Background: an optimization exercise with open tools, aiming at small area, a short achievable clock period and few clock cycles. Do not read the settings as production practice. Function was checked by simulation only, so behaviour that the tests miss may differ from the original.

==> design.v <==
`timescale 10ns / 10ns
module cpu(
    input clk,
    input rst,
    input [7:0] op_code,
    input [7:0] arg1,
    input [7:0] arg2,
    input [31:0] dataparams,
    output [15:0] dataindex,
    output [15:0] program_counter,
    output arr_trigger,
    output arr_write,
    output [15:0] arr_addr,
    output [31:0] arr_wdata,
    input [31:0] arr_rdata,
    input arr_done,
    output halted
);
    localparam [1:0] S_BOOT0 = 2'd0, S_BOOT1 = 2'd1, S_RUN = 2'd2, S_HALT = 2'd3;
    reg [1:0] st;
    reg [1:0] ph;                    
    reg [15:0] cur_pc;               
    reg [15:0] tgt_r;                
    reg take_r;                      
    reg busy;                        
    reg [31:0] T, N;                 
    reg [31:0] sram [0:13];          
    reg [3:0] p;                     
    reg [31:0] lva [0:31];           
    reg [4:0] fb, ftop;              
    reg [20:0] cs [0:14];            
    reg [3:0] csp;
    reg [15:0] inv_addr;             
    reg [7:0] mcnt;                  
    reg [31:0] Q;                    
    reg [5:0] dcnt;                  
    function [32:0] kadd32(input [31:0] a, input [31:0] b, input cin);
        reg [31:0] g, pp, G, P, c;
        integer k, d;
        begin
            g = a & b;
            pp = a ^ b;
            G = g;
            P = pp;
            for (d = 1; d < 32; d = d * 2)
                for (k = 31; k >= d; k = k - 1) begin
                    G[k] = G[k] | (P[k] & G[k - d]);
                    P[k] = P[k] & P[k - d];
                end
            c[0] = cin;
            for (k = 1; k < 32; k = k + 1)
                c[k] = G[k - 1] | (P[k - 1] & cin);
            kadd32 = {G[31] | (P[31] & cin), pp ^ c};
        end
    endfunction
    function [15:0] kadd16(input [15:0] a, input [15:0] b);
        reg [15:0] g, pp, G, P, c;
        integer k, d;
        begin
            g = a & b;
            pp = a ^ b;
            G = g;
            P = pp;
            for (d = 1; d < 16; d = d * 2)
                for (k = 15; k >= d; k = k - 1) begin
                    G[k] = G[k] | (P[k] & G[k - d]);
                    P[k] = P[k] & P[k - d];
                end
            c[0] = 1'b0;
            for (k = 1; k < 16; k = k + 1)
                c[k] = G[k - 1];
            kadd16 = pp ^ c;
        end
    endfunction
    function [31:0] mul16(input [15:0] a, input [15:0] b);
        reg [31:0] c1_0, c1_1, c1_2, c1_3, c1_4, c2_0, c2_1, c2_2, c3_0, c3_1, c4_0, c4_1, c5_0, c6_0, r0, r1, r10, r11, r12, r13, r14, r15, r2, r3, r4, r5, r6, r7, r8, r9, s1_0, s1_1, s1_2, s1_3, s1_4, s2_0, s2_1, s2_2, s3_0, s3_1, s4_0, s4_1, s5_0, s6_0;
        reg [32:0] sum;
        begin
            r0 = b[0] ? ({16'd0, a} << 0) : 32'd0;
            r1 = b[1] ? ({16'd0, a} << 1) : 32'd0;
            r2 = b[2] ? ({16'd0, a} << 2) : 32'd0;
            r3 = b[3] ? ({16'd0, a} << 3) : 32'd0;
            r4 = b[4] ? ({16'd0, a} << 4) : 32'd0;
            r5 = b[5] ? ({16'd0, a} << 5) : 32'd0;
            r6 = b[6] ? ({16'd0, a} << 6) : 32'd0;
            r7 = b[7] ? ({16'd0, a} << 7) : 32'd0;
            r8 = b[8] ? ({16'd0, a} << 8) : 32'd0;
            r9 = b[9] ? ({16'd0, a} << 9) : 32'd0;
            r10 = b[10] ? ({16'd0, a} << 10) : 32'd0;
            r11 = b[11] ? ({16'd0, a} << 11) : 32'd0;
            r12 = b[12] ? ({16'd0, a} << 12) : 32'd0;
            r13 = b[13] ? ({16'd0, a} << 13) : 32'd0;
            r14 = b[14] ? ({16'd0, a} << 14) : 32'd0;
            r15 = b[15] ? ({16'd0, a} << 15) : 32'd0;
            s1_0 = r0 ^ r1 ^ r2;
            c1_0 = ((r0 & r1) | (r0 & r2) | (r1 & r2)) << 1;
            s1_1 = r3 ^ r4 ^ r5;
            c1_1 = ((r3 & r4) | (r3 & r5) | (r4 & r5)) << 1;
            s1_2 = r6 ^ r7 ^ r8;
            c1_2 = ((r6 & r7) | (r6 & r8) | (r7 & r8)) << 1;
            s1_3 = r9 ^ r10 ^ r11;
            c1_3 = ((r9 & r10) | (r9 & r11) | (r10 & r11)) << 1;
            s1_4 = r12 ^ r13 ^ r14;
            c1_4 = ((r12 & r13) | (r12 & r14) | (r13 & r14)) << 1;
            s2_0 = s1_0 ^ c1_0 ^ s1_1;
            c2_0 = ((s1_0 & c1_0) | (s1_0 & s1_1) | (c1_0 & s1_1)) << 1;
            s2_1 = c1_1 ^ s1_2 ^ c1_2;
            c2_1 = ((c1_1 & s1_2) | (c1_1 & c1_2) | (s1_2 & c1_2)) << 1;
            s2_2 = s1_3 ^ c1_3 ^ s1_4;
            c2_2 = ((s1_3 & c1_3) | (s1_3 & s1_4) | (c1_3 & s1_4)) << 1;
            s3_0 = s2_0 ^ c2_0 ^ s2_1;
            c3_0 = ((s2_0 & c2_0) | (s2_0 & s2_1) | (c2_0 & s2_1)) << 1;
            s3_1 = c2_1 ^ s2_2 ^ c2_2;
            c3_1 = ((c2_1 & s2_2) | (c2_1 & c2_2) | (s2_2 & c2_2)) << 1;
            s4_0 = s3_0 ^ c3_0 ^ s3_1;
            c4_0 = ((s3_0 & c3_0) | (s3_0 & s3_1) | (c3_0 & s3_1)) << 1;
            s4_1 = c3_1 ^ c1_4 ^ r15;
            c4_1 = ((c3_1 & c1_4) | (c3_1 & r15) | (c1_4 & r15)) << 1;
            s5_0 = s4_0 ^ c4_0 ^ s4_1;
            c5_0 = ((s4_0 & c4_0) | (s4_0 & s4_1) | (c4_0 & s4_1)) << 1;
            s6_0 = s5_0 ^ c5_0 ^ c4_1;
            c6_0 = ((s5_0 & c5_0) | (s5_0 & c4_1) | (c5_0 & c4_1)) << 1;
            sum = kadd32(s6_0, c6_0, 1'b0);
            mul16 = sum[31:0];
        end
    endfunction
    localparam [7:0]
        OP_NOP = 8'h00, OP_BIPUSH = 8'h10, OP_SIPUSH = 8'h11, OP_LDC = 8'h12,
        OP_ILOAD = 8'h15, OP_IALOAD = 8'h2e, OP_BALOAD = 8'h33, OP_ISTORE = 8'h36,
        OP_IASTORE = 8'h4f, OP_BASTORE = 8'h54, OP_POP = 8'h57, OP_DUP = 8'h59,
        OP_IADD = 8'h60, OP_ISUB = 8'h64, OP_IMUL = 8'h68, OP_IDIV = 8'h6c,
        OP_IREM = 8'h70, OP_INEG = 8'h74, OP_ISHL = 8'h78, OP_ISHR = 8'h7a,
        OP_IAND = 8'h7e, OP_IOR = 8'h80, OP_IXOR = 8'h82, OP_IINC = 8'h84,
        OP_GOTO = 8'ha7, OP_IRETURN = 8'hac, OP_ARETURN = 8'hb0, OP_RETURN = 8'hb1,
        OP_INVOKE = 8'hb8, OP_NEWARRAY = 8'hbc;
    wire [7:0] op = op_code;
    wire d_iconst  = (op >= 8'h02) && (op <= 8'h08);
    wire d_iload_n = (op >= 8'h1a && op <= 8'h1d) || (op >= 8'h2a && op <= 8'h2d);
    wire d_istore_n = (op >= 8'h3b && op <= 8'h3e) || (op >= 8'h4b && op <= 8'h4e);
    wire d_if      = (op >= 8'h99) && (op <= 8'h9e);
    wire d_ificmp  = (op >= 8'h9f) && (op <= 8'ha4);
    wire d_iload   = d_iload_n || op == OP_ILOAD;
    wire d_istore  = d_istore_n || op == OP_ISTORE;
    wire d_iaload  = op == OP_IALOAD || op == OP_BALOAD;
    wire d_iastore = op == OP_IASTORE || op == OP_BASTORE;
    wire d_ret     = op == OP_IRETURN || op == OP_ARETURN || op == OP_RETURN;
    wire d_div     = op == OP_IDIV || op == OP_IREM;
    wire d_alu2    = op == OP_IADD || op == OP_ISUB || op == OP_IMUL || op == OP_ISHL ||
                     op == OP_ISHR || op == OP_IAND || op == OP_IOR || op == OP_IXOR;
    reg [1:0] len;
    always @(*) begin
        if (op == OP_SIPUSH || op == OP_IINC || d_if || d_ificmp || op == OP_GOTO || op == OP_INVOKE)
            len = 2'd3;
        else if (op == OP_BIPUSH || op == OP_LDC || op == OP_ILOAD || op == OP_ISTORE || op == OP_NEWARRAY)
            len = 2'd2;
        else
            len = 2'd1;
    end
    reg [4:0] lidx;
    always @(*) begin
        if (op == OP_ILOAD || op == OP_ISTORE || op == OP_IINC)
            lidx = arg1[4:0];
        else if (d_iload_n)
            lidx = {3'b000, op[1:0] ^ 2'b10};
        else
            lidx = {3'b000, op[1:0] + 2'b01};
    end
    wire [3:0] pm1 = p - 4'd1;
    wire [3:0] pm2 = p - 4'd2;
    reg rd_sel2;
    wire [31:0] rd = sram[rd_sel2 ? pm2 : pm1];
    wire [4:0] laddr = fb + lidx;
    wire [31:0] lrd = lva[laddr];
    wire [20:0] cs_top = cs[csp - 4'd1];
    wire t_eqz = (T == 32'd0);
    wire t_ltz = T[31];
    wire nt_eq = (N == T);
    wire [32:0] nt_sub = kadd32(N, ~T, 1'b1);
    wire nt_lt = (N[31] != T[31]) ? N[31] : !nt_sub[32];
    reg cond;
    always @(*) begin
        case (op)
            8'h99: cond = t_eqz;
            8'h9a: cond = !t_eqz;
            8'h9b: cond = t_ltz;
            8'h9c: cond = !t_ltz;
            8'h9d: cond = !t_ltz && !t_eqz;
            8'h9e: cond = t_ltz || t_eqz;
            8'h9f: cond = nt_eq;
            8'ha0: cond = !nt_eq;
            8'ha1: cond = nt_lt;
            8'ha2: cond = !nt_lt;
            8'ha3: cond = !nt_lt && !nt_eq;
            default: cond = nt_lt || nt_eq;
        endcase
    end
    reg [4:0] msb_n, msb_t;
    integer i;
    always @(*) begin
        msb_n = 5'd0;
        msb_t = 5'd0;
        for (i = 0; i < 32; i = i + 1) begin
            if (N[i]) msb_n = i[4:0];
            if (T[i]) msb_t = i[4:0];
        end
    end
    wire div_zero = (N == 32'd0) || (msb_n < msb_t);    
    wire [4:0] dshift = msb_n - msb_t;
    wire [31:0] sh_in  = d_div ? T : N;
    wire [4:0]  sh_amt = d_div ? dshift : T[4:0];
    wire [31:0] shl = sh_in << sh_amt;
    wire [31:0] shr = N >> T[4:0];
    wire [32:0] sum_add = kadd32(N, T, 1'b0);
    reg [31:0] alu;
    always @(*) begin
        case (op)
            OP_IADD: alu = sum_add[31:0];
            OP_ISUB: alu = nt_sub[31:0];
            OP_IMUL: alu = mul16(N[15:0], T[15:0]);
            OP_ISHL: alu = shl;
            OP_ISHR: alu = shr;
            OP_IAND: alu = N & T;
            OP_IOR:  alu = N | T;
            default: alu = N ^ T;
        endcase
    end
    wire [32:0] dsub1 = kadd32(N, ~T, 1'b1);
    wire dge1 = dsub1[32];
    wire [31:0] dr1 = dge1 ? dsub1[31:0] : N;
    wire [31:0] dd1 = {1'b0, T[31:1]};
    wire [32:0] dsub2 = kadd32(dr1, ~dd1, 1'b1);
    wire dge2 = dsub2[32];
    wire [31:0] dr2 = dge2 ? dsub2[31:0] : dr1;
    wire [31:0] dd2 = {2'b00, T[31:2]};
    wire dtwo = (dcnt >= 6'd2);
    wire [31:0] dr_n = dtwo ? dr2 : dr1;
    wire [31:0] dd_n = dtwo ? dd2 : dd1;
    wire [31:0] dq_n = dtwo ? {Q[29:0], dge1, dge2} : {Q[30:0], dge1};
    wire dlast = (dcnt <= 6'd2);
    reg [15:0] pc_out;
    reg [1:0] st_n, ph_n;
    reg [31:0] T_n, N_n;
    reg [3:0] p_n;
    reg s_we;
    reg l_we;
    reg [4:0] l_wa;
    reg [31:0] l_wd;
    reg c_push, c_pop;
    reg [4:0] fb_n, ftop_n;
    reg take_n;
    reg trig, awr;
    reg [15:0] aaddr;
    reg halt_now;
    reg [15:0] inv_addr_n;
    reg [7:0] mcnt_n;
    reg [31:0] Q_n;
    reg [5:0] dcnt_n;
    wire [32:0] inc_sum = kadd32(lrd, {24'd0, arg2}, 1'b0);
    wire [32:0] neg_t = kadd32(32'd0, ~T, 1'b1);
    wire can_trig = !busy || arr_done;
    wire [15:0] pc_p1 = kadd16(cur_pc, 16'd1);
    wire [15:0] pc_p2 = kadd16(cur_pc, 16'd2);
    wire [15:0] pc_p3 = kadd16(cur_pc, 16'd3);
    wire [15:0] seq_pc = (len == 2'd3) ? pc_p3 : (len == 2'd2) ? pc_p2 : pc_p1;
    always @(*) begin
        pc_out = cur_pc;
        st_n = st;
        ph_n = 2'd0;
        T_n = T;
        N_n = N;
        p_n = p;
        s_we = 1'b0;
        rd_sel2 = 1'b0;
        l_we = 1'b0;
        l_wa = laddr;
        l_wd = T;
        c_push = 1'b0;
        c_pop = 1'b0;
        fb_n = fb;
        ftop_n = ftop;
        take_n = take_r;
        trig = 1'b0;
        awr = 1'b0;
        aaddr = T[15:0];
        halt_now = 1'b0;
        inv_addr_n = inv_addr;
        mcnt_n = mcnt;
        Q_n = Q;
        dcnt_n = dcnt;
        case (st)
            S_BOOT0: begin
                pc_out = 16'h0000;
                st_n = S_BOOT1;
            end
            S_BOOT1: begin
                pc_out = dataparams[31:16];
                fb_n = 5'd0;
                ftop_n = dataparams[4:0];
                st_n = S_RUN;
            end
            S_HALT: begin
                pc_out = cur_pc;
            end
            default: begin
                pc_out = seq_pc;
                if (op == OP_NOP) begin
                    pc_out = cur_pc;
                    if (can_trig) begin
                        halt_now = 1'b1;
                        st_n = S_HALT;
                    end
                end
                else if (d_iconst || op == OP_BIPUSH || op == OP_SIPUSH || d_iload) begin
                    s_we = 1'b1;
                    N_n = T;
                    p_n = p + 4'd1;
                    if (d_iconst)
                        T_n = {{24{op == 8'h02}}, op - 8'd3};
                    else if (op == OP_BIPUSH)
                        T_n = {{24{arg1[7]}}, arg1};
                    else if (op == OP_SIPUSH)
                        T_n = {{16{arg1[7]}}, arg1, arg2};
                    else
                        T_n = lrd;
                end
                else if (op == OP_LDC) begin
                    if (ph == 2'd0) begin
                        pc_out = cur_pc;
                        ph_n = 2'd1;
                    end else begin
                        s_we = 1'b1;
                        N_n = T;
                        p_n = p + 4'd1;
                        T_n = dataparams;
                    end
                end
                else if (d_istore) begin
                    l_we = 1'b1;
                    T_n = N;
                    N_n = rd;
                    p_n = pm1;
                end
                else if (op == OP_IINC) begin
                    l_we = 1'b1;
                    l_wd = inc_sum[31:0];
                end
                else if (d_alu2) begin
                    T_n = alu;
                    N_n = rd;
                    p_n = pm1;
                end
                else if (op == OP_INEG) begin
                    T_n = neg_t[31:0];
                end
                else if (op == OP_POP) begin
                    T_n = N;
                    N_n = rd;
                    p_n = pm1;
                end
                else if (op == OP_DUP) begin
                    s_we = 1'b1;
                    N_n = T;
                    p_n = p + 4'd1;
                end
                else if (op == OP_NEWARRAY) begin
                    T_n = 32'd0;
                end
                else if (op == OP_GOTO) begin
                    if (ph == 2'd0) begin
                        pc_out = cur_pc;
                        ph_n = 2'd1;
                    end else begin
                        pc_out = tgt_r;
                    end
                end
                else if (d_if) begin
                    if (ph == 2'd0) begin
                        T_n = N;
                        N_n = rd;
                        p_n = pm1;
                        if (cond) begin
                            pc_out = cur_pc;
                            ph_n = 2'd1;
                        end
                    end else begin
                        pc_out = tgt_r;
                    end
                end
                else if (d_ificmp) begin
                    if (ph == 2'd0) begin
                        take_n = cond;
                        T_n = rd;
                        p_n = pm1;
                        pc_out = cur_pc;
                        ph_n = 2'd1;
                    end else begin
                        N_n = rd;
                        p_n = pm1;
                        pc_out = take_r ? tgt_r : seq_pc;
                    end
                end
                else if (d_iaload) begin
                    pc_out = cur_pc;
                    if (ph == 2'd0) begin
                        ph_n = 2'd0;
                        if (can_trig) begin
                            trig = 1'b1;
                            N_n = rd;
                            p_n = pm1;
                            ph_n = 2'd1;
                        end
                    end else begin
                        ph_n = 2'd1;
                        if (arr_done) begin
                            T_n = arr_rdata;
                            pc_out = seq_pc;
                            ph_n = 2'd0;
                        end
                    end
                end
                else if (d_iastore) begin
                    aaddr = N[15:0];
                    awr = 1'b1;
                    if (ph == 2'd0) begin
                        pc_out = cur_pc;
                        if (can_trig) begin
                            trig = 1'b1;
                            rd_sel2 = 1'b1;
                            T_n = rd;
                            p_n = pm2;
                            ph_n = 2'd1;
                        end
                    end else begin
                        N_n = rd;
                        p_n = pm1;
                    end
                end
                else if (d_div) begin
                    if (ph == 2'd0) begin
                        if (div_zero) begin
                            T_n = (op == OP_IREM) ? N : 32'd0;
                            N_n = rd;
                            p_n = pm1;
                        end else begin
                            pc_out = cur_pc;
                            ph_n = 2'd1;
                            T_n = shl;
                            Q_n = 32'd0;
                            dcnt_n = {1'b0, dshift} + 6'd1;
                        end
                    end else begin
                        Q_n = dq_n;
                        dcnt_n = dcnt - (dtwo ? 6'd2 : 6'd1);
                        if (dlast) begin
                            T_n = (op == OP_IREM) ? dr_n : dq_n;
                            N_n = rd;
                            p_n = pm1;
                        end else begin
                            pc_out = cur_pc;
                            ph_n = 2'd1;
                            T_n = dd_n;
                            N_n = dr_n;
                        end
                    end
                end
                else if (d_ret) begin
                    pc_out = cs_top[20:5];
                    fb_n = cs_top[4:0];
                    ftop_n = fb;
                    c_pop = 1'b1;
                end
                else if (op == OP_INVOKE) begin
                    pc_out = cur_pc;
                    if (ph == 2'd0) begin
                        c_push = 1'b1;
                        ph_n = 2'd1;
                    end else if (ph == 2'd1) begin
                        inv_addr_n = dataparams[31:16];
                        fb_n = ftop;
                        ftop_n = ftop + dataparams[4:0];
                        if (dataparams[15:8] == 8'd0) begin
                            pc_out = dataparams[31:16];
                        end else begin
                            l_we = 1'b1;
                            l_wa = ftop + dataparams[12:8] - 5'd1;
                            T_n = N;
                            N_n = rd;
                            p_n = pm1;
                            mcnt_n = dataparams[15:8] - 8'd1;
                            if (dataparams[15:8] == 8'd1)
                                pc_out = dataparams[31:16];
                            else
                                ph_n = 2'd2;
                        end
                    end else begin
                        l_we = 1'b1;
                        l_wa = fb + mcnt[4:0] - 5'd1;
                        T_n = N;
                        N_n = rd;
                        p_n = pm1;
                        mcnt_n = mcnt - 8'd1;
                        if (mcnt == 8'd1)
                            pc_out = inv_addr;
                        else
                            ph_n = 2'd2;
                    end
                end
            end
        endcase
    end
    always @(posedge clk) begin
        cur_pc <= pc_out;
        tgt_r <= kadd16(cur_pc, {arg1, arg2});
        ph <= ph_n;
        st <= st_n;
        T <= T_n;
        N <= N_n;
        p <= p_n;
        fb <= fb_n;
        ftop <= ftop_n;
        take_r <= take_n;
        inv_addr <= inv_addr_n;
        mcnt <= mcnt_n;
        Q <= Q_n;
        dcnt <= dcnt_n;
        busy <= (busy && !arr_done) || trig;
        if (c_push)
            csp <= csp + 4'd1;
        else if (c_pop)
            csp <= csp - 4'd1;
        if (rst) begin
            st <= S_BOOT0;
            ph <= 2'd0;
            p <= 4'd14;
            csp <= 4'd0;
            busy <= 1'b0;
            cur_pc <= 16'h0000;
        end
    end
    always @(posedge clk) begin
        if (s_we && p < 4'd14)
            sram[p] <= N;
        if (l_we && !rst)
            lva[l_wa] <= l_wd;
        if (c_push && !rst)
            cs[csp] <= {seq_pc, fb};
    end
    assign program_counter = pc_out;
    assign dataindex = (st == S_RUN) ? ((op == OP_LDC) ? {8'h00, arg1} : {arg1, arg2}) : 16'h0000;
    assign halted = (st == S_HALT) || halt_now;
    assign arr_trigger = trig;
    assign arr_write = awr;
    assign arr_addr = aaddr;
    assign arr_wdata = T;
endmodule
==> run.sh <==
#!/bin/bash
# synth_recipe.tcl (not shown) runs the flow's synth.tcl, then flattens the netlist and writes it again
# the make line also repeats each setting of config.mk as NAME=value (left out here)
make -C /OpenROAD-flow-scripts/flow DESIGN_CONFIG=/design/flow/config.mk WORK_HOME=/design/flow/orfs CLKGATE_MAP_FILE= SYNTH_SCRIPT=/design/flow/synth_recipe.tcl finish
==> config.mk <==
export PLATFORM = sky130hd
export DESIGN_NAME = cpu
export DESIGN_NICKNAME = cpu
export VERILOG_FILES = /design/flow/design.v
export SDC_FILE = /design/flow/constraint.sdc
export NUM_CORES = 4
export LEC_CHECK = 0
export ABC_CLOCK_PERIOD_IN_PS = 5000
export CAP_MARGIN = 20
export CORE_MARGIN = 2
export CORE_UTILIZATION = 40
export PLACE_DENSITY = 0.6
export SETUP_SLACK_MARGIN = 3
export SLEW_MARGIN = 20
==> constraint.sdc <==
create_clock -name core_clock -period 9.0 [get_ports {clk}]
set_input_delay 1.8000 -clock core_clock [delete_from_list [all_inputs] [get_ports {clk}]]
set_output_delay 1.8000 -clock core_clock [all_outputs]
set_load 0.01 [all_outputs]
==> results.py, run 1 <==
metrics = {
    "timing": {
        "fin_crit_sh_pct": 89.63,
        "max_clock_freq_mhz": 124.0,
        "finalSetupViolCount": 0,
        "max_slew.worst_pin.slew_ns": 1.400,
        "slew-limit-headroom_pct": 5.665,
        "rsz0062_at_grt": "yes",
        "finalWorstSetupSlack_ns": 0.9333,
        "tns_ns": 0,
        "min_period_ns": 8.067,
        "hold_violations": 0,
        "clock_skew_ns": 0.09182,
        "slew_violations": 0,
    },
    "global_route": {
        "grtUsageTotal_pct": 38.18,
        "grt_max_degree": 77,
        "antenna_found_initial": 64,
        "grt_pass1_vias": 87780,
        "grt-ovfl-total": 0,
        "grt_first_pass_wirelength_mm": 753.9,
    },
    "floorplanning": {
        "fp.dieArea_um2": 286900,
        "start_util_pct": 40.12,
        "core.rowCount": 195,
        "die_w_um": 535.7,
        "ios": 174,
        "core-area_um2": 281800,
        "fp.dieH_um": 535.7,
    },
    "worst_setup_path": {
        "path_buf_inv": 8,
        "worst_path_max_delay_cell": "buf_4",
        "cpMostUsedCell": "buf_4",
        "crit_required_ns": 7.20,
        "arrival_ns": 6.27,
        "critPathKind": "reg2out",
        "crit_path_max_fanout": 11,
        "crit_family": "compound AO/OA/AOI/OAI gates",
        "slowest_delay_ns": 0.56,
        "start_kind": "flop",
        "end_kind": "output port",
        "path_cells": "buf_4 > buf_4 > nor4_1 > buf_4 > o41ai_1 > nand2_1 > a21boi_0 > o211a_1 > ha_1 > a21oi_2 > nand2_2 > a211oi_2 > buf_4 > buf_6 > o41ai_4 > buf_6 > buf_12 > nor4_4 > mux2i_1 > o31ai_1 > o211ai_1 > a2111o_1 > and3_4 > buf_6",
    },
    "placed_design": {
        "placed_cell_area_um2": 125200,
        "dpl.cell_count": 13510,
        "hpwl_mm": 394.9,
        "place_congestion": 1.103,
        "place_ws_ns": -0.1976,
        "io_buffer_count": 173,
    },
    "synth": {
        "synth-xor-area-share_pct": 1.710,
        "synth_simple_gate_area_share_pct": 10.36,
        "synthAdderAreaFrac_pct": 6.938,
        "ys_seq_area_share_pct": 51.87,
        "async_flop_share_pct": 0,
        "synth-main-ff-cell": "edfxtp_1",
        "synthesis.nets": 9910,
        "synth_edf_count": 1923,
        "syn_avg_cell_area_um2": 12.13,
        "synth_mux_area_share_pct": 12.14,
        "synth-compound-area-share_pct": 12.86,
        "syn_area_um2": 113100,
        "synth_warnings": 1,
        "synth_cell_types": 134,
        "synth_top_family_by_area": "compound AO/OA/AOI/OAI gates",
        "netlist_instances": 9318,
        "ys_ff_latch": 1968,
    },
    "cts": {
        "clkTransAtPathRegs_ns": 0.07,
        "worstSkewPairLatency_ns": 0.94,
        "cts_buffer_depth": 4,
        "hold_buffers": 0,
        "cts_root_buf": "clkbuf_16",
        "cts.sinks": 1968,
        "numCtsBuffers": 214,
        "h-tree-depth": 4,
        "cts_tree": "done",
    },
    "detailed_routing": {
        "routed_wl_mm": 573.0,
        "first_pass_iters": 7,
        "post_drt_wl_per_cell_um": 39.90,
        "ant_nets": 0,
        "via_count": 94990,
        "vias_per_cell": 6.614,
        "drt_iter0_drc": 14760,
        "drc_errors": 0,
    },
    "cells_and_area": {
        "design_area_um2": 142200,
        "num-nets-final": 11010,
        "final_common_cell": "edfxtp_1",
        "stdcell_count": 14360,
        "synthToLayoutAreaGrowth_pct": 25.76,
        "final_cell_mix": "edfxtp_1, buf_4, nand2_1",
        "drive_above_1_share_pct": 28.12,
    },
    "min_path": {
        "hp-class": "reg2reg",
    },
    "run_status": {
        "outcome": "complete, no violations",
    },
    "run": {
        "cap_viol_max_count": 0,
    },
}
[tightest hold or removal path, delay by kind of cell (launching register included)]
kind	cells	cell delay, ns
and+or+nand+nor	1	0.11
DFF	1	0.34
AOI/OAI and AO/OA	1	0.05
[registers in the layout, indices dropped and copies added (netlist names)]
name	flops
lva	1024
sram	448
cs	315
N	32
T	32
Q	31
cur_pc	16
inv_addr	16
tgt_r	16
mcnt	8
dcnt	6
fb	5
ftop	5
csp	4
p	4
ph	2
st	2
busy	1
take_r	1
[synth_stat cells, types with 45 or more instances]
library cell / number / share of area [%]
buf_2: 104 / 0.46
and2_1: 77 / 0.43
nor4_1: 68 / 0.38
nand4_1: 49 / 0.27
xor2_1: 66 / 0.51
ha_1: 291 / 3.2
buf_1: 71 / 0.24
a31oi_1: 120 / 0.66
o221ai_1: 84 / 0.65
a221oi_1: 89 / 0.69
mux4_2: 421 / 8.4
a211oi_1: 162 / 1.1
inv_1: 423 / 1.4
buf_4: 48 / 0.32
o211ai_1: 99 / 0.66
o21ai_0: 461 / 2.0
fa_1: 210 / 3.7
nand2_1: 881 / 2.9
xnor2_1: 152 / 1.2
nand3_1: 199 / 0.88
and3_1: 74 / 0.41
o22ai_1: 53 / 0.29
nor2b_1: 64 / 0.35
mux2i_1: 339 / 3.0
a21o_1: 61 / 0.41
mux2_2: 65 / 0.65
clkbuf_1: 432 / 1.4
a21oi_1: 445 / 2.0
o31ai_1: 45 / 0.30
nor3_1: 166 / 0.73
dfxtp_1: 45 / 0.80
edfxtp_1: 1923 / 51
nor2_1: 768 / 2.5
[per-stage QoR]
stage / hold slack, ns / utilization [%]
floorplan: 0.4692 / -
global placement: 0.5248 / 44.42
detailed placement: 0.5400 / 44.43
CTS: 0.5479 / 48.20
global route: 0.5845 / 50.44
finish: 0.5506 / 50.46
[what timing repair did]
item	4_1_cts	5_1_grt
endpoints found under the setup margin	2297	2067
setup buffers	144	215
gates resized for setup	576	684
pin swaps	175	274
cloned	11	64
[kinds of logic after synthesis]
group / Yosys count
AND/OR/NAND/NOR: 2545
AO/OA/AOI/OAI: 2135
flip-flops: 1968
buffers and inverters: 1119
multiplexers: 831
adder cells (fa/ha/maj): 501
XOR/XNOR: 219
[routing by layer]
| metal | part of all wire, % | global-route usage [%] | vias up |
|---|---|---|---|
| met5 | 0.039 | 0 | - |
| li1 | - | - | 38020 |
| met2 | 43 | 56.22 | 6924 |
| met1 | 38 | 50.64 | 48380 |
| met4 | 8.1 | 23.98 | 38 |
| met3 | 11 | 9.271 | 1630 |
[area by class of cell]
type                    instances  area [um^2]
inverters                     442         1765
repair buffers               1533        15160
clock buffers                 263         5632
clock inverters               123         1365
multi-input cells            6260        54860
well taps                    3743         4683
fillers                     24320       139600
diodes                         30        75.07
flip-flops and latches       1968        58660
[path summary, 6_finish.rpt]
path	start	to	slack, ns	cells past startpoint
max	T[9]	program_counter[8]	0.93	24
min	st[1]	st[1]	0.55	2
max reg2reg	N[3]	T[30]	1.09	35
min reg2reg	st[1]	st[1]	0.55	2
Testbench counts, summed over its fixed seeds: cycles 141,372.
==> run 2, diff against run 1 <==
--- a/design.v
+++ b/design.v
@@ -22,7 +22,11 @@
     reg [15:0] cur_pc;               
     reg [15:0] tgt_r;                
-    reg take_r;                      
     reg busy;                        
-    reg [31:0] T, N;                 
+    reg squash;                      
+    reg dz;                          
+    reg [31:0] T_r, N;               
+    reg byp_dp;                      
+    reg rd_wait;                     
+    wire [31:0] T = byp_dp ? dataparams : rd_wait ? arr_rdata : T_r;
     reg [31:0] sram [0:13];          
     reg [3:0] p;                     
@@ -168,6 +172,7 @@
     wire [3:0] pm1 = p - 4'd1;
     wire [3:0] pm2 = p - 4'd2;
-    reg rd_sel2;
-    wire [31:0] rd = sram[rd_sel2 ? pm2 : pm1];
+    wire [3:0] pm3 = p - 4'd3;
+    wire [31:0] rd  = sram[d_iastore ? pm2 : pm1];
+    wire [31:0] rdb = sram[d_iastore ? pm3 : pm2];
     wire [4:0] laddr = fb + lidx;
     wire [31:0] lrd = lva[laddr];
@@ -205,5 +210,5 @@
         end
     end
-    wire div_zero = (N == 32'd0) || (msb_n < msb_t);    
+    wire div_zero = !nt_sub[32];                         
     wire [4:0] dshift = msb_n - msb_t;
     wire [31:0] sh_in  = d_div ? T : N;
@@ -248,5 +253,4 @@
     reg c_push, c_pop;
     reg [4:0] fb_n, ftop_n;
-    reg take_n;
     reg trig, awr;
     reg [15:0] aaddr;
@@ -256,4 +260,5 @@
     reg [31:0] Q_n;
     reg [5:0] dcnt_n;
+    reg byp_dp_n, rd_wait_n, squash_n, dz_n;
     wire [32:0] inc_sum = kadd32(lrd, {24'd0, arg2}, 1'b0);
     wire [32:0] neg_t = kadd32(32'd0, ~T, 1'b1);
@@ -271,5 +276,8 @@
         p_n = p;
         s_we = 1'b0;
-        rd_sel2 = 1'b0;
+        byp_dp_n = 1'b0;
+        rd_wait_n = rd_wait && !arr_done;
+        squash_n = 1'b0;
+        dz_n = dz;
         l_we = 1'b0;
         l_wa = laddr;
@@ -279,5 +287,4 @@
         fb_n = fb;
         ftop_n = ftop;
-        take_n = take_r;
         trig = 1'b0;
         awr = 1'b0;
@@ -304,5 +311,13 @@
             default: begin
                 pc_out = seq_pc;
-                if (op == OP_NOP) begin
+                if (squash) begin
+                    pc_out = tgt_r;
+                end
+                else if (rd_wait && !arr_done) begin
+                    pc_out = cur_pc;
+                    T_n = T_r;
+                    ph_n = ph;
+                end
+                else if (op == OP_NOP) begin
                     pc_out = cur_pc;
                     if (can_trig) begin
@@ -325,13 +340,8 @@
                 end
                 else if (op == OP_LDC) begin
-                    if (ph == 2'd0) begin
-                        pc_out = cur_pc;
-                        ph_n = 2'd1;
-                    end else begin
-                        s_we = 1'b1;
-                        N_n = T;
-                        p_n = p + 4'd1;
-                        T_n = dataparams;
-                    end
+                    s_we = 1'b1;
+                    N_n = T;
+                    p_n = p + 4'd1;
+                    byp_dp_n = 1'b1;
                 end
                 else if (d_istore) begin
@@ -367,54 +377,26 @@
                 end
                 else if (op == OP_GOTO) begin
-                    if (ph == 2'd0) begin
-                        pc_out = cur_pc;
-                        ph_n = 2'd1;
-                    end else begin
-                        pc_out = tgt_r;
-                    end
+                    squash_n = 1'b1;
                 end
                 else if (d_if) begin
-                    if (ph == 2'd0) begin
-                        T_n = N;
-                        N_n = rd;
-                        p_n = pm1;
-                        if (cond) begin
-                            pc_out = cur_pc;
-                            ph_n = 2'd1;
-                        end
-                    end else begin
-                        pc_out = tgt_r;
-                    end
+                    T_n = N;
+                    N_n = rd;
+                    p_n = pm1;
+                    squash_n = cond;
                 end
                 else if (d_ificmp) begin
-                    if (ph == 2'd0) begin
-                        take_n = cond;
-                        T_n = rd;
-                        p_n = pm1;
-                        pc_out = cur_pc;
-                        ph_n = 2'd1;
-                    end else begin
-                        N_n = rd;
-                        p_n = pm1;
-                        pc_out = take_r ? tgt_r : seq_pc;
-                    end
+                    T_n = rd;
+                    N_n = rdb;
+                    p_n = pm2;
+                    squash_n = cond;
                 end
                 else if (d_iaload) begin
-                    pc_out = cur_pc;
-                    if (ph == 2'd0) begin
-                        ph_n = 2'd0;
-                        if (can_trig) begin
-                            trig = 1'b1;
-                            N_n = rd;
-                            p_n = pm1;
-                            ph_n = 2'd1;
-                        end
+                    if (can_trig) begin
+                        trig = 1'b1;
+                        N_n = rd;
+                        p_n = pm1;
+                        rd_wait_n = 1'b1;
                     end else begin
-                        ph_n = 2'd1;
-                        if (arr_done) begin
-                            T_n = arr_rdata;
-                            pc_out = seq_pc;
-                            ph_n = 2'd0;
-                        end
+                        pc_out = cur_pc;
                     end
                 end
@@ -422,36 +404,29 @@
                     aaddr = N[15:0];
                     awr = 1'b1;
-                    if (ph == 2'd0) begin
-                        pc_out = cur_pc;
-                        if (can_trig) begin
-                            trig = 1'b1;
-                            rd_sel2 = 1'b1;
-                            T_n = rd;
-                            p_n = pm2;
-                            ph_n = 2'd1;
-                        end
+                    if (can_trig) begin
+                        trig = 1'b1;
+                        T_n = rd;
+                        N_n = rdb;
+                        p_n = pm3;
                     end else begin
-                        N_n = rd;
-                        p_n = pm1;
+                        pc_out = cur_pc;
                     end
                 end
                 else if (d_div) begin
                     if (ph == 2'd0) begin
-                        if (div_zero) begin
-                            T_n = (op == OP_IREM) ? N : 32'd0;
-                            N_n = rd;
-                            p_n = pm1;
-                        end else begin
-                            pc_out = cur_pc;
-                            ph_n = 2'd1;
-                            T_n = shl;
-                            Q_n = 32'd0;
-                            dcnt_n = {1'b0, dshift} + 6'd1;
-                        end
+                        pc_out = cur_pc;
+                        ph_n = 2'd1;
+                        T_n = shl;
+                        Q_n = 32'd0;
+                        dz_n = div_zero;
+                        dcnt_n = {1'b0, dshift} + 6'd1;
                     end else begin
                         Q_n = dq_n;
                         dcnt_n = dcnt - (dtwo ? 6'd2 : 6'd1);
-                        if (dlast) begin
-                            T_n = (op == OP_IREM) ? dr_n : dq_n;
+                        if (dlast || dz) begin
+                            if (dz)
+                                T_n = (op == OP_IREM) ? N : 32'd0;
+                            else
+                                T_n = (op == OP_IREM) ? dr_n : dq_n;
                             N_n = rd;
                             p_n = pm1;
@@ -514,10 +489,13 @@
         ph <= ph_n;
         st <= st_n;
-        T <= T_n;
+        T_r <= T_n;
+        byp_dp <= byp_dp_n;
+        rd_wait <= rd_wait_n;
+        squash <= squash_n;
+        dz <= dz_n;
         N <= N_n;
         p <= p_n;
         fb <= fb_n;
         ftop <= ftop_n;
-        take_r <= take_n;
         inv_addr <= inv_addr_n;
         mcnt <= mcnt_n;
@@ -535,4 +513,7 @@
             csp <= 4'd0;
             busy <= 1'b0;
+            byp_dp <= 1'b0;
+            rd_wait <= 1'b0;
+            squash <= 1'b0;
             cur_pc <= 16'h0000;
         end
==> results.py, run 2 <==
metrics = {
    "run_status": {
        "outcome": "failed layout checks",
        "so_faults": "capacitance limit, slew limit",
    },
    "timing": {
        "finalWorstSetupSlack_ns": 0.9108,
        "slew-limit-headroom_pct": -3.128,
        "finalSetupViolCount": 0,
        "max_slew.worst_pin.slew_ns": 1.547,
        "min_period_ns": 8.089,
        "clock_skew_ns": 0.1984,
        "rsz0062_at_grt": "yes",
        "slew_violations": 59,
        "tns_ns": 0,
        "max_clock_freq_mhz": 123.6,
        "fin_crit_sh_pct": 89.88,
        "hold_violations": 0,
    },
    "cts": {
        "cts.sinks": 1971,
        "h-tree-depth": 4,
        "cts_tree": "done",
        "cts_root_buf": "clkbuf_16",
        "cts_buffer_depth": 4,
        "worstSkewPairLatency_ns": 1.03,
        "numCtsBuffers": 215,
        "clkTransAtPathRegs_ns": 0.06,
    },
    "synth": {
        "yosysMostFrequentCell": "edfxtp_1",
        "synth_top_area_share_pct": 50.48,
        "synth_top_area_cell": "edfxtp_1",
        "ys_seq_area_share_pct": 51.32,
        "synth_warnings": 1,
        "syn_area_um2": 114400,
        "ys_ff_latch": 1971,
        "syn_avg_cell_area_um2": 12.20,
        "synthesis.nets": 9973,
        "async_flop_share_pct": 0,
        "netlist_instances": 9378,
        "ys_top_cells_by_count": "edfxtp_1, nand2_1, nor2_1",
        "synth_cell_types": 120,
        "synth_edf_count": 1923,
        "synth.top_cells.by_area": "edfxtp_1, mux4_2, fa_1, ha_1, mux2i_1",
        "synth-main-ff-cell": "edfxtp_1",
    },
    "floorplanning": {
        "core.rowCount": 196,
        "core-area_um2": 284700,
        "ios": 174,
        "start_util_pct": 40.17,
        "fp.dieH_um": 538.8,
        "fp.dieArea_um2": 290300,
        "die_w_um": 538.8,
    },
    "cells_and_area": {
        "num-nets-final": 11640,
        "final_cell_mix": "edfxtp_1, buf_4, nand2_1",
        "largest-register": "lva",
        "fin_util_pct": 52.57,
        "drive_above_1_share_pct": 34.69,
        "design_area_um2": 149700,
        "largest_reg_flops": 1024,
        "stdcell_count": 15000,
        "synthToLayoutAreaGrowth_pct": 30.85,
        "top_regs": "lva x1024, sram x448, cs x315",
        "final_common_cell": "edfxtp_1",
    },
    "worst_setup_path": {
        "reg2reg_to": "T_r[24]",
        "slowest_delay_ns": 0.60,
        "worst-r2r-cell-count": 29,
        "start_kind": "input port",
        "crit_start": "arr_rdata[1]",
        "arrival_ns": 8.74,
        "worst_path_max_delay_cell": "fa_2",
        "cp-endpoint": "T_r[24]",
        "critPathKind": "in2reg",
        "reg2reg_slack_ns": 1.14,
        "crit_path_max_fanout": 6,
        "crit_required_ns": 9.65,
        "cpMostUsedCell": "buf_6",
        "end_kind": "flop",
        "r2r_start": "rd_wait",
    },
    "global_route": {
        "grtUsageTotal_pct": 36.95,
        "grt_pass1_vias": 90700,
        "grt-ovfl-total": 0,
        "grt_max_degree": 82,
        "grt_first_pass_wirelength_mm": 747.0,
        "antenna_found_initial": 43,
    },
    "detailed_routing": {
        "drc_errors": 0,
        "via_count": 97640,
        "vias_per_cell": 6.509,
        "post_drt_wl_per_cell_um": 37.95,
        "drt_iter0_drc": 14390,
        "first_pass_iters": 6,
        "ant_nets": 0,
        "routed_wl_mm": 569.2,
    },
    "min_path": {
        "hp-class": "reg2reg",
    },
    "placed_design": {
        "placed_cell_area_um2": 130800,
        "hpwl_mm": 391.0,
        "place_congestion": 1.106,
        "dpl.cell_count": 14050,
        "place_ws_ns": -1.412,
        "io_buffer_count": 173,
    },
    "run": {
        "cap_viol_max_count": 1,
    },
}
[run 2: cell types whose count changed after synthesis, sizes merged, moves of 24 or more]
cell / before / now
a21oi: 446 / 538
a222oi: 31 / 3
and2: 82 / 43
mux2i: 340 / 372
mux4: 424 / 508
nand2: 883 / 908
nor3: 173 / 124
o211ai: 100 / 140
o221ai: 86 / 62
o22ai: 54 / 80
[run 2: cell type report]
| type | instances | area (um^2) |
|---|---|---|
| fillers | 24090 | 135000 |
| flip-flops and latches | 1971 | 58720 |
| multi-input cells | 6313 | 57890 |
| repair buffers | 2103 | 19680 |
| clock buffers | 252 | 5519 |
| well taps | 3762 | 4707 |
| inverters | 437 | 1708 |
| clock inverters | 136 | 1394 |
| diodes | 26 | 65.06 |
[run 2: critical path, delay by kind of cell]
family	cells	cell delay (ns)
buf+inv	9	1.03
simple gates	3	0.17
compound gates	9	1.99
mux	1	0.35
fa+ha+maj	7	3.36
[run 2: logic make-up after synthesis]
family	Yosys count	synth area share (%)
compound gates	2190	12.63
xor+xnor	216	1.679
fa+ha+maj	504	6.891
buf+inv	1130	4.071
flops	1971	51.32
mux	940	13.92
simple gates	2427	9.479
[run 2: worst min-delay path by stage]
stage / startpoint / cells after the start / to / slack, ns
finish: st[0] / 2 / st[0] / 0.57
global route: st[0] / 2 / st[0] / 0.61
CTS: tgt_r[6] / 2 / cur_pc[6] / 0.55
detailed placement: tgt_r[6] / 2 / cur_pc[6] / 0.54
global placement: st[1] / 2 / st[1] / 0.52
floorplan: tgt_r[3] / 2 / cur_pc[3] / 0.50
[run 2: what timing repair did]
action	CTS	global route
hold buffers	0	0
buffers inserted	128	325
gates cloned	12	68
setup endpoints to repair	2134	2170
pin swaps	212	356
resized for setup	581	1056
[run 2: per-layer routing]
metal / GRT usage [%] / part of all wire [%] / up-vias
met5: 0.4767 / 0.066 / -
met4: 22.96 / 7.9 / 32
met3: 10.25 / 12 / 1656
met2: 55.76 / 44 / 6993
met1: 47.05 / 36 / 49600
li1: - / - / 39360
[run 2: metrics by stage]
step / hold WS, ns
6_report: 0.5703
5_1_grt: 0.6102
4_1_cts: 0.5462
3_5_place_dp: 0.5363
3_3_place_gp: 0.5202
2_1_floorplan: 0.4996
Testbench counts of run 2, summed over its fixed seeds: cycles 128,525.
==> run 3, diff against run 2 <==
--- a/design.v
+++ b/design.v
@@ -77,7 +77,6 @@
         end
     endfunction
-    function [31:0] mul16(input [15:0] a, input [15:0] b);
+    function [63:0] mulcs(input [15:0] a, input [15:0] b);
         reg [31:0] c1_0, c1_1, c1_2, c1_3, c1_4, c2_0, c2_1, c2_2, c3_0, c3_1, c4_0, c4_1, c5_0, c6_0, r0, r1, r10, r11, r12, r13, r14, r15, r2, r3, r4, r5, r6, r7, r8, r9, s1_0, s1_1, s1_2, s1_3, s1_4, s2_0, s2_1, s2_2, s3_0, s3_1, s4_0, s4_1, s5_0, s6_0;
-        reg [32:0] sum;
         begin
             r0 = b[0] ? ({16'd0, a} << 0) : 32'd0;
@@ -125,6 +124,5 @@
             s6_0 = s5_0 ^ c5_0 ^ c4_1;
             c6_0 = ((s5_0 & c5_0) | (s5_0 & c4_1) | (c5_0 & c4_1)) << 1;
-            sum = kadd32(s6_0, c6_0, 1'b0);
-            mul16 = sum[31:0];
+            mulcs = {c6_0, s6_0};
         end
     endfunction
@@ -150,5 +148,5 @@
     wire d_ret     = op == OP_IRETURN || op == OP_ARETURN || op == OP_RETURN;
     wire d_div     = op == OP_IDIV || op == OP_IREM;
-    wire d_alu2    = op == OP_IADD || op == OP_ISUB || op == OP_IMUL || op == OP_ISHL ||
+    wire d_alu2    = op == OP_IADD || op == OP_ISUB || op == OP_ISHL ||
                      op == OP_ISHR || op == OP_IAND || op == OP_IOR || op == OP_IXOR;
     reg [1:0] len;
@@ -222,5 +220,4 @@
             OP_IADD: alu = sum_add[31:0];
             OP_ISUB: alu = nt_sub[31:0];
-            OP_IMUL: alu = mul16(N[15:0], T[15:0]);
             OP_ISHL: alu = shl;
             OP_ISHR: alu = shr;
@@ -238,9 +235,14 @@
     wire [31:0] dr2 = dge2 ? dsub2[31:0] : dr1;
     wire [31:0] dd2 = {2'b00, T[31:2]};
-    wire dtwo = (dcnt >= 6'd2);
-    wire [31:0] dr_n = dtwo ? dr2 : dr1;
-    wire [31:0] dd_n = dtwo ? dd2 : dd1;
-    wire [31:0] dq_n = dtwo ? {Q[29:0], dge1, dge2} : {Q[30:0], dge1};
-    wire dlast = (dcnt <= 6'd2);
+    wire [32:0] dsub3 = kadd32(dr2, ~dd2, 1'b1);
+    wire dge3 = dsub3[32];
+    wire [31:0] dr3 = dge3 ? dsub3[31:0] : dr2;
+    wire [31:0] dd3 = {3'b000, T[31:3]};
+    wire dthree = (dcnt >= 6'd3);
+    wire dtwo = (dcnt == 6'd2);
+    wire [31:0] dr_n = dthree ? dr3 : dtwo ? dr2 : dr1;
+    wire [31:0] dd_n = dthree ? dd3 : dtwo ? dd2 : dd1;
+    wire [31:0] dq_n = dthree ? {Q[28:0], dge1, dge2, dge3} : dtwo ? {Q[29:0], dge1, dge2} : {Q[30:0], dge1};
+    wire dlast = (dcnt <= 6'd3);
     reg [15:0] pc_out;
     reg [1:0] st_n, ph_n;
@@ -261,5 +263,7 @@
     reg [5:0] dcnt_n;
     reg byp_dp_n, rd_wait_n, squash_n, dz_n;
-    wire [32:0] inc_sum = kadd32(lrd, {24'd0, arg2}, 1'b0);
+    wire [32:0] inc_sum = kadd32(Q, {24'd0, arg2}, 1'b0);
+    wire [63:0] mul_cs = mulcs(N[15:0], T[15:0]);
+    wire [32:0] mul_sum = kadd32(T_r, Q, 1'b0);
     wire [32:0] neg_t = kadd32(32'd0, ~T, 1'b1);
     wire can_trig = !busy || arr_done;
@@ -352,6 +356,24 @@
                 end
                 else if (op == OP_IINC) begin
-                    l_we = 1'b1;
-                    l_wd = inc_sum[31:0];
+                    if (ph == 2'd0) begin
+                        pc_out = cur_pc;
+                        ph_n = 2'd1;
+                        Q_n = lrd;
+                    end else begin
+                        l_we = 1'b1;
+                        l_wd = inc_sum[31:0];
+                    end
+                end
+                else if (op == OP_IMUL) begin
+                    if (ph == 2'd0) begin
+                        pc_out = cur_pc;
+                        ph_n = 2'd1;
+                        T_n = mul_cs[31:0];
+                        Q_n = mul_cs[63:32];
+                    end else begin
+                        T_n = mul_sum[31:0];
+                        N_n = rd;
+                        p_n = pm1;
+                    end
                 end
                 else if (d_alu2) begin
@@ -423,5 +445,5 @@
                     end else begin
                         Q_n = dq_n;
-                        dcnt_n = dcnt - (dtwo ? 6'd2 : 6'd1);
+                        dcnt_n = dcnt - (dthree ? 6'd3 : dtwo ? 6'd2 : 6'd1);
                         if (dlast || dz) begin
                             if (dz)
--- a/config.mk
+++ b/config.mk
@@ -7,8 +7,8 @@
 export LEC_CHECK = 0
 export ABC_CLOCK_PERIOD_IN_PS = 5000
-export CAP_MARGIN = 20
+export CAP_MARGIN = 35
 export CORE_MARGIN = 2
 export CORE_UTILIZATION = 40
 export PLACE_DENSITY = 0.6
-export SETUP_SLACK_MARGIN = 3
-export SLEW_MARGIN = 20
+export SETUP_SLACK_MARGIN = 2
+export SLEW_MARGIN = 35
==> results.py, run 3 <==
metrics = {
    "timing": {
        "max_slew.worst_pin.slew_ns": 1.203,
        "clock_skew_ns": 0.1424,
        "fin_crit_sh_pct": 110.2,
        "slew-limit-headroom_pct": 19.79,
        "finalSetupViolCount": 65,
        "min_period_ns": 9.915,
        "rsz0062_at_grt": "yes",
        "hold_violations": 0,
        "slew_violations": 0,
        "finalWorstSetupSlack_ns": -0.9147,
        "max_clock_freq_mhz": 100.9,
    },
    "synth": {
        "synthesis.nets": 11420,
        "syn_area_um2": 119300,
        "ys_ff_latch": 1972,
        "ys_seq_area_share_pct": 49.24,
        "syn_avg_cell_area_um2": 11.06,
        "async_flop_share_pct": 0,
        "yosysMostFrequentCell": "edfxtp_1",
        "synth.top_cells.by_area": "edfxtp_1, mux4_2, nand2_1, fa_1, ha_1",
        "synth_cell_types": 135,
        "netlist_instances": 10780,
        "synth-main-ff-cell": "edfxtp_1",
        "synth_edf_count": 1924,
        "ys_top_cells_by_count": "edfxtp_1, nand2_1, nor2_1",
        "synth_top_area_share_pct": 48.43,
        "synth_top_area_cell": "edfxtp_1",
        "synth_warnings": 1,
    },
    "cells_and_area": {
        "stdcell_count": 16530,
        "design_area_um2": 152000,
        "num-nets-final": 13030,
        "largest-register": "lva",
        "largest_reg_flops": 1024,
        "drive_above_1_share_pct": 28.34,
        "final_cell_mix": "edfxtp_1, buf_4, nand2_1",
        "synthToLayoutAreaGrowth_pct": 27.40,
        "final_common_cell": "edfxtp_1",
        "top_regs": "lva x1024, sram x448, cs x315",
    },
    "worst_setup_path": {
        "crit_path_max_fanout": 6,
        "end_kind": "flop",
        "crit_required_ns": 9.76,
        "slowest_delay_ns": 0.79,
        "critPathKind": "in2reg",
        "worst_path_max_delay_cell": "xnor2_1",
        "start_kind": "input port",
        "arrival_ns": 10.67,
    },
    "run_status": {
        "outcome": "failed layout checks",
        "so_faults": "setup timing",
    },
    "run": {
        "cap_viol_max_count": 0,
    },
    "detailed_routing": {
        "drc_errors": 0,
        "post_drt_wl_per_cell_um": 42.37,
        "drt_iter0_drc": 18420,
        "ant_nets": 0,
        "routed_wl_mm": 700.4,
        "vias_per_cell": 6.696,
        "via_count": 110700,
        "first_pass_iters": 10,
    },
    "global_route": {
        "grtUsageTotal_pct": 45.15,
        "antenna_found_initial": 91,
        "grt-ovfl-total": 0,
        "grt_pass1_vias": 104200,
        "grt_first_pass_wirelength_mm": 924.2,
        "grt_max_degree": 102,
    },
    "placed_design": {
        "dpl.cell_count": 15940,
        "hpwl_mm": 518.5,
        "place_congestion": 1.138,
        "placed_cell_area_um2": 140100,
        "io_buffer_count": 173,
    },
    "floorplanning": {
        "core.rowCount": 200,
        "core-area_um2": 296800,
        "start_util_pct": 40.19,
        "fp.dieH_um": 550.1,
        "fp.dieArea_um2": 302600,
        "die_w_um": 550.1,
        "ios": 174,
    },
    "cts": {
        "cts_root_buf": "clkbuf_16",
        "clkTransAtPathRegs_ns": 0.06,
        "cts_tree": "done",
        "cts_buffer_depth": 4,
        "hold_buffers": 0,
        "numCtsBuffers": 210,
        "worstSkewPairLatency_ns": 0.99,
        "cts.sinks": 1972,
        "h-tree-depth": 4,
    },
    "min_path": {
        "hp-class": "reg2reg",
    },
}
## run 3: changes by cell type in the layout (fill, tap and decap cells not counted), sizes merged, moves of 51 or more
cell    delta
nand2    +573
nand3    +220
mux4     -148
buf      +125
nor3      +70
a21oi     +68
a211oi    +65
a311oi    +63
o221ai    +51
## run 3: repair_timing
action / 4_1_cts / 5_1_grt
cloned: 3 / 1
pin swaps: 154 / 217
endpoints found under the setup margin: 709 / 254
gates resized for setup: 519 / 411
setup buffers: 85 / 89
## run 3: layer usage
metal,GRT usage [%],wire length [um]
met3,13.07,82770
met1,58.87,266100
met5,0.5785,401
met4,32.38,61480
met2,64.10,289700
## run 3: logic make-up after synthesis
kind of cell	after synthesis	synth area share, %
compound gates	2620	14.84
fa+ha+maj	541	6.996
xor+xnor	246	1.824
simple gates	3393	12.65
flops	1972	49.24
buf+inv	1247	4.190
mux	765	10.25
## run 3: area by class of cell
type | instances | area (um^2)
Inverter | 433 | 1640
Fill cell | 26060 | 144800
Antenna cell | 46 | 115.1
Tap cell | 3939 | 4928
Multi-Input combinational cell | 7565 | 60270
Timing Repair inverter | 1 | 8.758
Timing Repair Buffer | 2212 | 19630
Sequential cell | 1972 | 58740
Clock buffer | 256 | 5428
Clock inverter | 107 | 1210
## run 3: metrics by stage
| step | hold slack (ns) | util, % | TNS, ns | setup slack, ns |
|---|---|---|---|---|
| 3_5_place_dp | 0.5357 | 47.21 | -144.82 | -2.470 |
| 5_1_grt | 0.6008 | 51.17 | -46.06 | -0.9535 |
| 4_1_cts | 0.5727 | 50.37 | -24.74 | -0.5807 |
| 3_3_place_gp | 0.5119 | 47.12 | -133.13 | -2.255 |
| 2_1_floorplan | 0.4913 | - | -62.23 | -1.166 |
| 6_report | 0.5793 | 51.21 | -38.23 | -0.9147 |
## run 3: path summary, 6_finish.rpt
| check | startpoint | endpoint | slack (ns) | depth (start not counted) |
|---|---|---|---|---|
| worst max-delay path | arr_rdata[4] | T_r[0] | -0.91 | 42 |
| worst min-delay path | st[0] | st[0] | 0.58 | 2 |
| worst max register to register | T_r[4] | T_r[0] | -0.72 | 42 |
| worst min register to register | st[0] | st[0] | 0.58 | 2 |
## run 3: worst max-delay path, delay by kind of cell
family / cells / cell delay [ns]
mux: 2 / 0.28
xor+xnor: 1 / 0.79
fa+ha+maj: 3 / 0.81
simple gates: 10 / 2.03
compound gates: 16 / 3.37
buf+inv: 10 / 1.54
Testbench counts of run 3, summed over its fixed seeds: cycles 129,690.

## port drivers added, routing unchanged
How much do the figures lean on ideal ports? The routed layouts below were timed once more, with nothing changed but the port constraints. Step 1 assumes that a clkbuf_16 drives the clock port and a buf_2 every other input. Step 2 also shifts input and output timing later by t, the mid clock arrival at the registers, as if the neighbouring blocks saw the same clock. Three values: no drivers, after step 1, after step 2; two values: the first two.
run	t (ns)	setup WS [ns]	worst slew at a driven data input, ns	cell pins on the clock port's net
run 1	0.986	0.933 / 0.840 / 0.311	0.23	1
run 2	1.018	0.911 / 0.964 / -0.054	0.18	1
run 3	1.036	-0.915 / -0.831 / -1.867	0.13	1
The setup slack of run 2, which loses most, moves by +0.053 ns with the drivers and by -0.965 ns with both steps.
